This is an optimization exercise on Yosys and OpenROAD, whose aim is small area, a short achievable clock period and few clock cycles per item, not a production implementation.
Function was checked by simulation only, so behaviour that the tests miss may differ from the original.
Power and IR drop assume default switching activity.

// MatrixMultiplication
module MatrixMultiplication (
    input clk,
    input reset,
    input start,
    input [71:0] A_flat,   
    input [71:0] B_flat,   
    output [71:0] C_flat,  
    output reg done
);
    reg s1;
    wire go = ~s1 & start;
    wire [7:0] Ar0 = s1 ? A_flat[48 +: 8] : A_flat[0 +: 8];
    wire [7:0] Bc0 = s1 ? B_flat[16 +: 8] : B_flat[0 +: 8];
    wire [7:0] Ar1 = s1 ? A_flat[56 +: 8] : A_flat[8 +: 8];
    wire [7:0] Bc1 = s1 ? B_flat[40 +: 8] : B_flat[24 +: 8];
    wire [7:0] Ar2 = s1 ? A_flat[64 +: 8] : A_flat[16 +: 8];
    wire [7:0] Bc2 = s1 ? B_flat[64 +: 8] : B_flat[48 +: 8];
    wire [7:0] x0_0 = Ar0;
    wire [7:0] y0_0 = B_flat[0 +: 8];
    wire [7:0] x0_1 = Ar1;
    wire [7:0] y0_1 = B_flat[24 +: 8];
    wire [7:0] x0_2 = Ar2;
    wire [7:0] y0_2 = B_flat[48 +: 8];
    wire p0_s0 = (x0_0[0] & y0_0[6]) ^ (x0_0[1] & y0_0[5]) ^ (x0_0[2] & y0_0[4]);
    wire p0_c0 = ((x0_0[0] & y0_0[6]) & (x0_0[1] & y0_0[5])) | ((x0_0[0] & y0_0[6]) & (x0_0[2] & y0_0[4])) | ((x0_0[1] & y0_0[5]) & (x0_0[2] & y0_0[4]));
    wire p0_s1 = (x0_0[0] & y0_0[7]) ^ (x0_0[1] & y0_0[6]) ^ (x0_0[2] & y0_0[5]);
    wire p0_c1 = ((x0_0[0] & y0_0[7]) & (x0_0[1] & y0_0[6])) | ((x0_0[0] & y0_0[7]) & (x0_0[2] & y0_0[5])) | ((x0_0[1] & y0_0[6]) & (x0_0[2] & y0_0[5]));
    wire p0_s2 = (x0_0[3] & y0_0[4]) ^ (x0_0[4] & y0_0[3]) ^ (x0_0[5] & y0_0[2]);
    wire p0_c2 = ((x0_0[3] & y0_0[4]) & (x0_0[4] & y0_0[3])) | ((x0_0[3] & y0_0[4]) & (x0_0[5] & y0_0[2])) | ((x0_0[4] & y0_0[3]) & (x0_0[5] & y0_0[2]));
    wire p0_s3 = (x0_0[6] & y0_0[1]) ^ (x0_0[7] & y0_0[0]) ^ (x0_1[0] & y0_1[7]);
    wire p0_c3 = ((x0_0[6] & y0_0[1]) & (x0_0[7] & y0_0[0])) | ((x0_0[6] & y0_0[1]) & (x0_1[0] & y0_1[7])) | ((x0_0[7] & y0_0[0]) & (x0_1[0] & y0_1[7]));
    wire p0_s4 = (x0_0[0] & y0_0[4]) ^ (x0_0[1] & y0_0[3]) ^ (x0_0[2] & y0_0[2]);
    wire p0_c4 = ((x0_0[0] & y0_0[4]) & (x0_0[1] & y0_0[3])) | ((x0_0[0] & y0_0[4]) & (x0_0[2] & y0_0[2])) | ((x0_0[1] & y0_0[3]) & (x0_0[2] & y0_0[2]));
    wire p0_s5 = (x0_0[0] & y0_0[5]) ^ (x0_0[1] & y0_0[4]) ^ (x0_0[2] & y0_0[3]);
    wire p0_c5 = ((x0_0[0] & y0_0[5]) & (x0_0[1] & y0_0[4])) | ((x0_0[0] & y0_0[5]) & (x0_0[2] & y0_0[3])) | ((x0_0[1] & y0_0[4]) & (x0_0[2] & y0_0[3]));
    wire p0_s6 = (x0_0[3] & y0_0[2]) ^ (x0_0[4] & y0_0[1]) ^ (x0_0[5] & y0_0[0]);
  ...
clock: 10.0 ns
lec_check: 0
cap_margin: 20
core_margin: 2
core_utilization: 40
setup_slack_margin: 5
slew_margin: 20
tns_end_percent: 0
standard.sh (not shown) runs the stock make flow with config.mk's settings and CLKGATE_MAP_FILE= SYNTH_SCRIPT=/design/flow/synth_recipe.tcl, a recipe that flattens the netlist after the stock synthesis.
==> flow/flow/run.sh <==
#!/bin/bash
# Standard layout with two changes: Yosys's synth skips its early generic ABC pass
# (-noabc; the final ABC mapping still runs), so the full and half adders it finds
# keep their polarity, and the port buffers are the smallest buffer cell.
set -euo pipefail
export SYNTH_ARGS="-noabc"
export BUFFER_PORTS_ARGS="-buffer_cell sky130_fd_sc_hd__buf_1"
bash standard.sh finish > standard_make.log 2>&1
The first run completed without violations.
Testbench counts at the start, summed over its fixed seeds: cycles 1,920, items 960.
==> next run, changes <==
Settings changed: SETUP_SLACK_MARGIN 5 to unset, TNS_END_PERCENT 0 to unset.
=> The changed run finished clean. Wire length went down by 2.4%. Final area drops by 3.5%. Clock skew rises by 0.0073 ns. Worst setup slack gets worse by 0.76 ns. Synthesized area is unchanged. Combinational power is about the same. Total power drops by 0.72%. Clock-buffer cell count went up by 2.
==> next run, changes <==
--- a/flow/flow/run.sh
+++ b/flow/flow/run.sh
@@ -6,3 +6,3 @@
 export SYNTH_ARGS="-noabc"
-export BUFFER_PORTS_ARGS="-buffer_cell sky130_fd_sc_hd__buf_1"
+export BUFFER_PORTS_ARGS="-buffer_cell sky130_fd_sc_hd__buf_2"
 bash standard.sh finish > standard_make.log 2>&1
Settings changed: SETUP_SLACK_MARGIN set to 5, TNS_END_PERCENT set to 0.
Result:
- The new run finished clean
- cell count is higher slightly
- register-to-register slack is better by 0.48 ns
- core utilization is higher by 2.3 points
- sequential share of layout area is lower by 0.67 points
- routed wire length is higher by a few percent
- global-route usage is higher by 0.34 points
- total power is higher slightly
- critical path depth is higher by 1
- setup slack is better by 0.61 ns
- die area does not change

==> port drivers added, routing unchanged <==
The results above use ideal ports. As a check the final layouts listed here were re-extracted and re-timed, cells and wires unchanged. Step 1, drivers: a clkbuf_16 drives clk and a buf_2 each remaining input, both assumed. Step 2, shift: input delay + t, output delay - t, t = (earliest + latest rising clock arrival at the registers) / 2. This alone moves slack from input paths to output paths. Three values: no drivers, after step 1, after step 2; two values: the first two.
| run | t (ns) | setup WS [ns] | worst hold slack (ns) | worst slew at a driven data input, ns |
|---|---|---|---|---|
| the first run | 0.419 | 3.712 / 3.720 / 3.300 | 0.497 / 0.497 / 0.497 | 0.08 |
| the second run | 0.418 | 2.956 / 2.990 / 2.571 | 0.487 / 0.487 / 0.487 | 0.08 |
| the third run | 0.420 | 3.563 / 3.593 / 3.173 | 0.482 / 0.482 / 0.482 | 0.06 |
After both steps every run listed still meets setup and hold. The setup slack of the first run, which loses most, moves by +0.008 ns with the drivers and by -0.412 ns with both steps.
